Context: an optimization exercise on an open-source flow, tuned for small area. The choices shown serve that exercise and are no tape-out recipe. The RTL was checked by simulation tests, not by an equivalence proof against the original design.

== oak ==
// Sine_wave
module Sine_wave
    #(
        parameter DATA_WIDTH    = 12,
        parameter ANGLE_WIDTH   = 16
    )(
    input                       clk,
    input                       reset,
    input                       ce,
    input  [DATA_WIDTH:0]       ampl,
    input  [ANGLE_WIDTH-1:0]    step,
    output [DATA_WIDTH:0]    sin_wave,
    output [DATA_WIDTH:0]    cos_wave
);
Size: about 1,900 cells after synthesis, ~600 flip-flops, ~58 I/O pins, roughly 25,000 sq um of cells after synthesis.
Settings: LEC_CHECK=0, CAP_MARGIN=20, CORE_MARGIN=2, CORE_UTILIZATION=65, CTS_BUF_LIST=sky130_fd_sc_hd__clkbuf_8, CTS_CLUSTER_DIAMETER=50, CTS_CLUSTER_SIZE=20, SLEW_MARGIN=20; clock period 5.0 ns.
run.sh (not shown) runs the stock make flow with config.mk's settings and CLKGATE_MAP_FILE= SYNTH_SCRIPT=/design/flow/synth_recipe.tcl, a recipe that flattens the netlist after the stock synthesis.
diff inputs: oak => pine
Settings: removing CTS_BUF_LIST (formerly sky130_fd_sc_hd__clkbuf_8); removing CTS_CLUSTER_DIAMETER (formerly 50); removing CTS_CLUSTER_SIZE (formerly 20).
The number of clock-tree buffers in the layout in pine was higher than what oak gave.
Cmp pine vs oak: fraction of standard cell area that is sequential lower in pine
The fraction of area in multi-input gates of pine falls short of that of oak by 1.4 points.

Another version of the RTL of Sine_wave (not shown whole).
For scale: roughly 1800 cells after synthesis, roughly 580 flip-flops, about 25000 µm² of cells after synthesis.
// Sine_wave
module Sine_wave
    #(
        parameter DATA_WIDTH    = 12,
        parameter ANGLE_WIDTH   = 16
    )(
    input                       clk,
    input                       reset,
    input                       ce,
    input  [DATA_WIDTH:0]       ampl,
    input  [ANGLE_WIDTH-1:0]    step,
    output [DATA_WIDTH:0]    sin_wave,
    output [DATA_WIDTH:0]    cos_wave
);
export LEC_CHECK = 0
export CAP_MARGIN = 20
export CORE_MARGIN = 2
export CORE_UTILIZATION = 65
export CTS_BUF_LIST = sky130_fd_sc_hd__clkbuf_8
export CTS_CLUSTER_DIAMETER = 50
export CTS_CLUSTER_SIZE = 20
export SLEW_MARGIN = 20
export CTS_ARGS = -sink_clustering_enable -repair_clock_nets -dont_use_dummy_load -buf_list sky130_fd_sc_hd__clkbuf_8 -sink_clustering_size 20 -sink_clustering_max_diameter 50
export BUFFER_PORTS_ARGS = -buffer_cell sky130_fd_sc_hd__buf_2
create_clock -name core_clock -period 5.0 [get_ports {clk}]
standard.sh (not shown) runs the stock make flow with config.mk's settings and CLKGATE_MAP_FILE= SYNTH_SCRIPT=/design/flow/synth_recipe.tcl, a recipe that flattens the netlist after the stock synthesis.
==> flow/flow/run.sh <==
#!/bin/bash
set -euo pipefail
{
  echo 'export CTS_ARGS = -sink_clustering_enable -repair_clock_nets -dont_use_dummy_load -buf_list sky130_fd_sc_hd__clkbuf_8 -sink_clustering_size 20 -sink_clustering_max_diameter 50'
  echo 'export BUFFER_PORTS_ARGS = -buffer_cell sky130_fd_sc_hd__buf_2'
} >> config.mk
bash standard.sh > standard_flow.log 2>&1
The first run went through all stages and came out clean.
Change:
--- a/flow/flow/run.sh
+++ b/flow/flow/run.sh
@@ -5,0 +6,2 @@
+  echo 'export RECOVER_POWER = 100'
+  echo 'export REMOVE_ABC_BUFFERS = 1'
- RECOVER_POWER: default -> 100
- REMOVE_ABC_BUFFERS: default -> 1
What happened: The new run passed the timing, design-rule and antenna checks. Global-route usage went up by 0.58 points. Area after synthesis is unchanged. Sequential cell count stays the same. Maximum frequency is about the same.
Change:
--- a/flow/flow/run.sh
+++ b/flow/flow/run.sh
@@ -7 +6,0 @@
-  echo 'export REMOVE_ABC_BUFFERS = 1'
- CORE_UTILIZATION: 65 -> 55
- CTS_BUF_LIST: sky130_fd_sc_hd__clkbuf_8 -> default
- CTS_CLUSTER_DIAMETER: 50 -> default
- CTS_CLUSTER_SIZE: 20 -> default
- REMOVE_ABC_BUFFERS: 1 -> default
Effect: The changed run went through all stages and came out clean. Register-to-register slack degrades by 50 ps. Design area drops by 0.50%. Global-route usage drops by 3.6 points. Setup slack degrades by 46 ps. Sequential cell count does not change. First-iteration DRC count drops by 9.6%.
Change:
- CORE_UTILIZATION: 55 -> 65
- GPL_TIMING_DRIVEN: default -> 0
Outcome: This time the run reached the layout checks and failed them: negative setup slack; hold slack is worse by 23 ps; utilization went up by 13 points; setup slack loses 100 ps; design area grows by 0.93%; first-iteration DRC count went up by 29%; clock-buffer cell count came out lower by 5; global-route usage went up by 3.5 points; non-clock buffer count shrinks by 1; synthesized area stays the same.
Change:
==> flow/flow/run.sh (replaced) <==
#!/bin/bash
set -euo pipefail
{
  echo 'export CTS_ARGS = -sink_clustering_enable -repair_clock_nets -dont_use_dummy_load -buf_list {sky130_fd_sc_hd__clkbuf_4 sky130_fd_sc_hd__clkbuf_8} -sink_clustering_size 20 -sink_clustering_max_diameter 50'
  echo 'export BUFFER_PORTS_ARGS = -buffer_cell sky130_fd_sc_hd__buf_2'
  echo 'export RECOVER_POWER = 100'
} >> config.mk
bash standard.sh > standard_flow.log 2>&1
- CTS_ARGS: -sink_clustering_enable -repair_clock_nets -dont_use_dummy_load -buf_list sky130_fd_sc_hd__clkbuf_8 -sink_clustering_size 20 -sink_clustering_max_diameter 50 -> -sink_clustering_enable -repair_clock_nets -dont_use_dummy_load -buf_list {sky130_fd_sc_hd__clkbuf_4 sky130_fd_sc_hd__clkbuf_8} -sink_clustering_size 20 -sink_clustering_max_diameter 50
- CTS_BUF_LIST: default -> sky130_fd_sc_hd__clkbuf_8
- CTS_CLUSTER_DIAMETER: default -> 50
- CTS_CLUSTER_SIZE: default -> 20
- GPL_TIMING_DRIVEN: 0 -> default
- The new run ran to the end with no violations
- utilization shrinks by 1.1 points
- via count shrinks by 2.2%
- register-to-register slack improves by 140 ps

Starting RTL as in the previous note.
clock: 5.0 ns
lec_check: 0
cap_margin: 20
core_margin: 2
core_utilization: 65
cts_buf_list: sky130_fd_sc_hd__clkbuf_8
cts_cluster_diameter: 50
cts_cluster_size: 20
slew_margin: 20
cts_args: -sink_clustering_enable -repair_clock_nets -dont_use_dummy_load -buf_list sky130_fd_sc_hd__clkbuf_8 -sink_clustering_size 20 -sink_clustering_max_diameter 50
buffer_ports_args: -buffer_cell sky130_fd_sc_hd__buf_1
recover_power: 100
==> flow/flow/run.sh <==
#!/bin/bash
set -euo pipefail
{
  echo 'export CTS_ARGS = -sink_clustering_enable -repair_clock_nets -dont_use_dummy_load -buf_list sky130_fd_sc_hd__clkbuf_8 -sink_clustering_size 20 -sink_clustering_max_diameter 50'
  echo 'export BUFFER_PORTS_ARGS = -buffer_cell sky130_fd_sc_hd__buf_1'
  echo 'export RECOVER_POWER = 100'
} >> config.mk
bash standard.sh > standard_flow.log 2>&1
The baseline ran to the end with no violations.
Change:
--- a/flow/flow/run.sh
+++ b/flow/flow/run.sh
@@ -5 +5 @@
-  echo 'export BUFFER_PORTS_ARGS = -buffer_cell sky130_fd_sc_hd__buf_1'
+  echo 'export BUFFER_PORTS_ARGS = -buffer_cell sky130_fd_sc_hd__buf_2'
Settings changed: BUFFER_PORTS_ARGS -buffer_cell sky130_fd_sc_hd__buf_1 to -buffer_cell sky130_fd_sc_hd__buf_2.
Result: First-iteration DRC count increases by 5.1%. Routed wire length decreases by about 0.5%. Via count decreases by 1.6%. Utilization is about the same.
Change:
==> flow/flow/run.sh (replaced) <==
#!/bin/bash
set -euo pipefail
{
  echo 'export CTS_ARGS = -sink_clustering_enable -repair_clock_nets -dont_use_dummy_load -buf_list sky130_fd_sc_hd__clkbuf_16 -sink_clustering_size 30 -sink_clustering_max_diameter 60'
  echo 'export BUFFER_PORTS_ARGS = -buffer_cell sky130_fd_sc_hd__buf_2'
  echo 'export RECOVER_POWER = 100'
} >> config.mk
bash standard.sh > standard_flow.log 2>&1
Settings changed: CTS_ARGS -sink_clustering_enable -repair_clock_nets -dont_use_dummy_load -buf_list sky130_fd_sc_hd__clkbuf_8 -sink_clustering_size 20 -sink_clustering_max_diameter 50 to -sink_clustering_enable -repair_clock_nets -dont_use_dummy_load -buf_list sky130_fd_sc_hd__clkbuf_16 -sink_clustering_size 30 -sink_clustering_max_diameter 60.
After rerunning:
- count of clock-buffer cells in the layout is lower by 10
- clock skew barely changes
- wire length went up by 1.3%
- design area goes up by 0.98%
- cell count went down by 0.40%
Change:
==> flow/flow/run.sh (replaced) <==
#!/bin/bash
set -euo pipefail
{
  echo 'export CTS_ARGS = -sink_clustering_enable -repair_clock_nets -dont_use_dummy_load -buf_list sky130_fd_sc_hd__clkbuf_8 -sink_clustering_size 20 -sink_clustering_max_diameter 50'
  echo 'export BUFFER_PORTS_ARGS = -buffer_cell sky130_fd_sc_hd__buf_2'
  echo 'export RECOVER_POWER = 100'
} >> config.mk
bash standard.sh > standard_flow.log 2>&1
Settings changed: CAP_MARGIN 20 to 5, CTS_ARGS -sink_clustering_enable -repair_clock_nets -dont_use_dummy_load -buf_list sky130_fd_sc_hd__clkbuf_16 -sink_clustering_size 30 -sink_clustering_max_diameter 60 to -sink_clustering_enable -repair_clock_nets -dont_use_dummy_load -buf_list sky130_fd_sc_hd__clkbuf_8 -sink_clustering_size 20 -sink_clustering_max_diameter 50, CTS_BUF_LIST sky130_fd_sc_hd__clkbuf_8 to unset, CTS_CLUSTER_DIAMETER 50 to unset, CTS_CLUSTER_SIZE 20 to unset, SLEW_MARGIN 20 to 5.
Result:
- non-clock buffer count stays the same
- wire length drops slightly
- core utilization drops by 0.72 points
- final cell count climbs slightly
- die area is unchanged
- synthesized cell count is unchanged
- setup slack improved by 0.029 ns
- count of clock-buffer cells in the layout climbs by 10

## alpha
Sine_wave, a different RTL version from the one above (not shown whole).
Size in the first run: ~1,900 cells after synthesis, roughly 580 flip-flops, ~0.025 mm^2 of cells after synthesis.
// Sine_wave
module Sine_wave
    #(
        parameter DATA_WIDTH    = 12,
        parameter ANGLE_WIDTH   = 16
    )(
    input                       clk,
    input                       reset,
    input                       ce,
    input  [DATA_WIDTH:0]       ampl,
    input  [ANGLE_WIDTH-1:0]    step,
    output [DATA_WIDTH:0]    sin_wave,
    output [DATA_WIDTH:0]    cos_wave
);
reg [15:0] angle;
reg [1:0]  state;
wire        up  = ~state[0];    
wire [16:0] sum = {1'b0, angle} + {~up, step ^ {16{~up}}} + {16'd0, ~up};
wire        up_ok = (step > 16'd51315) | (sum < 17'd51315);
wire        dn_ok = ~sum[16] & (|sum[15:0]);
wire        ok    = up ? up_ok : dn_ok;
always @(posedge clk) begin
    if (ce) begin
        if (reset) begin
            state <= 2'd0;
            angle <= 16'd0;
        end else if (ok) begin
            angle <= sum[15:0];
        end else begin
            state <= state + 2'd1;
        end
    end
end
cordic cordic (
    .clk        (clk),
  ...
Settings: LEC_CHECK=0, CAP_MARGIN=20, CORE_MARGIN=2, CORE_UTILIZATION=65, CTS_BUF_LIST=sky130_fd_sc_hd__clkbuf_8, CTS_CLUSTER_DIAMETER=50, CTS_CLUSTER_SIZE=20, SLEW_MARGIN=20; clock period 5.0 ns.
run.sh (not shown) runs the stock make flow with config.mk's settings and CLKGATE_MAP_FILE= SYNTH_SCRIPT=/design/flow/synth_recipe.tcl, a recipe that flattens the netlist after the stock synthesis.
Stock flow here: none of the scripts above is used.
alpha went all the way through synthesis, placement and routing and the layout is clean on timing, DRC and antenna.
Changes in beta relative to alpha:
# alpha
export LEC_CHECK = 0
export CAP_MARGIN = 20
export CORE_MARGIN = 2
export CORE_UTILIZATION = 65
export CTS_BUF_LIST = sky130_fd_sc_hd__clkbuf_8
export CTS_CLUSTER_DIAMETER = 50
export CTS_CLUSTER_SIZE = 20
export SLEW_MARGIN = 20
create_clock -name core_clock -period 5.0 [get_ports {clk}]
# beta
export LEC_CHECK = 0
export CAP_MARGIN = 20
export CORE_MARGIN = 2
export CORE_UTILIZATION = 65
export CTS_BUF_LIST = sky130_fd_sc_hd__clkbuf_8
export CTS_CLUSTER_DIAMETER = 50
export CTS_CLUSTER_SIZE = 20
export SLEW_MARGIN = 20
export CTS_ARGS = -sink_clustering_enable -repair_clock_nets -dont_use_dummy_load -buf_list sky130_fd_sc_hd__clkbuf_8 -sink_clustering_size 20 -sink_clustering_max_diameter 50
export BUFFER_PORTS_ARGS = -buffer_cell sky130_fd_sc_hd__buf_2
create_clock -name core_clock -period 5.0 [get_ports {clk}]
==> flow/flow/run.sh (new file) <==
#!/bin/bash
set -euo pipefail
{
  echo 'export CTS_ARGS = -sink_clustering_enable -repair_clock_nets -dont_use_dummy_load -buf_list sky130_fd_sc_hd__clkbuf_8 -sink_clustering_size 20 -sink_clustering_max_diameter 50'
  echo 'export BUFFER_PORTS_ARGS = -buffer_cell sky130_fd_sc_hd__buf_2'
} >> config.mk
bash standard.sh > standard_flow.log 2>&1
==> flow/standard.sh (new file) <==
#!/bin/bash
# synth_recipe.tcl (not shown) runs the flow's synth.tcl, then flattens the netlist and writes it again
# the make line also repeats each setting of config.mk as NAME=value (left out here)
make -C /OpenROAD-flow-scripts/flow DESIGN_CONFIG=/design/flow/config.mk WORK_HOME=/design/flow/orfs CLKGATE_MAP_FILE= SYNTH_SCRIPT=/design/flow/synth_recipe.tcl "${@:-finish}"
removed: flow/run.sh
--- outcome ---
Result: PASS for each of alpha and beta. Sort alpha and beta by fraction of standard cell area in multi-input logic desc -> top: beta. Against alpha, beta comes in about 2.2% lower on final area. As far as worst-skew pair later-pin latency is concerned, beta and alpha perform about the same. beta: area overhead of the layout relative to synthesis is 2.5 points lower than what alpha reported.
## Diff of input files: gamma against beta
# beta
export LEC_CHECK = 0
export CAP_MARGIN = 20
export CORE_MARGIN = 2
export CORE_UTILIZATION = 65
export CTS_BUF_LIST = sky130_fd_sc_hd__clkbuf_8
export CTS_CLUSTER_DIAMETER = 50
export CTS_CLUSTER_SIZE = 20
export SLEW_MARGIN = 20
export CTS_ARGS = -sink_clustering_enable -repair_clock_nets -dont_use_dummy_load -buf_list sky130_fd_sc_hd__clkbuf_8 -sink_clustering_size 20 -sink_clustering_max_diameter 50
export BUFFER_PORTS_ARGS = -buffer_cell sky130_fd_sc_hd__buf_2
create_clock -name core_clock -period 5.0 [get_ports {clk}]
# gamma
export LEC_CHECK = 0
export CAP_MARGIN = 20
export CORE_MARGIN = 2
export CORE_UTILIZATION = 65
export CTS_BUF_LIST = sky130_fd_sc_hd__clkbuf_8
export CTS_CLUSTER_DIAMETER = 50
export CTS_CLUSTER_SIZE = 20
export SLEW_MARGIN = 20
export CTS_ARGS = -sink_clustering_enable -repair_clock_nets -dont_use_dummy_load -buf_list sky130_fd_sc_hd__clkbuf_8 -sink_clustering_size 20 -sink_clustering_max_diameter 50
export BUFFER_PORTS_ARGS = -buffer_cell sky130_fd_sc_hd__buf_2
export RECOVER_POWER = 100
create_clock -name core_clock -period 5.0 [get_ports {clk}]
--- a/flow/flow/run.sh
+++ b/flow/flow/run.sh
@@ -5,0 +6 @@
+  echo 'export RECOVER_POWER = 100'
[summary]
Going from beta to gamma, number of fillers in the final layout grows by 0.77%. Diff beta -> gamma: slack of the critical path comparable. In terms of met2 wirelength from detailed routing, beta and gamma differ only marginally.

re-timing with driven ports:
The results above use ideal ports. As a check the final layouts listed here were re-extracted and re-timed, cells and wires unchanged.
Step 1: set_driving_cell puts a clkbuf_16 on clk and a buf_2 on each other input, an assumption about the parent block.
Step 2 also shifts input and output timing later by t, the mid clock arrival at the registers, as if the neighbouring blocks saw the same clock.
Slacks: no drivers / after step 1 / after step 2; pairs: no drivers / after step 1.
| run | shift t [ns] | slack for setup (ns) | hold slack, ns |
|---|---|---|---|
| oak | 0.678 | 0.114 / 0.114 / -0.188 | 0.326 / 0.326 / 0.326 |
| pine | 0.649 | 0.065 / 0.065 / -0.196 | 0.318 / 0.318 / 0.318 |
| the first run of note 2 | 0.645 | 0.097 / 0.097 / -0.412 | 0.269 / 0.269 / 0.269 |
| the second run of note 2 | 0.647 | 0.095 / 0.095 / -0.308 | 0.293 / 0.293 / 0.293 |
| the third run of note 2 | 0.665 | 0.049 / 0.049 / -0.309 | 0.296 / 0.296 / 0.296 |
| the fourth run of note 2 | 0.659 | -0.054 / -0.054 / -0.486 | 0.273 / 0.273 / 0.273 |
| the fifth run of note 2 | 0.645 | 0.090 / 0.090 / -0.403 | 0.270 / 0.270 / 0.270 |
| the first run of note 3 | 0.653 | 0.061 / 0.061 / -0.276 | 0.277 / 0.277 / 0.277 |
| the second run of note 3 | 0.645 | 0.090 / 0.090 / -0.403 | 0.270 / 0.270 / 0.270 |
| the third run of note 3 | 0.599 | 0.061 / 0.061 / -0.418 | 0.274 / 0.274 / 0.274 |
| the fourth run of note 3 | 0.645 | 0.090 / 0.090 / -0.403 | 0.270 / 0.270 / 0.270 |
| alpha | 0.675 | 0.110 / 0.110 / 0.018 | 0.300 / 0.300 / 0.300 |
| beta | 0.661 | 0.100 / 0.100 / 0.100 | 0.261 / 0.261 / 0.261 |
| gamma | 0.659 | 0.101 / 0.101 / 0.098 | 0.261 / 0.261 / 0.261 |
Met with ideal ports but missed after step 2: setup timing in 10 of these runs. The setup slack of the first run of note 2, which loses most, moves by 0.000 ns with the drivers and by -0.509 ns with both steps.
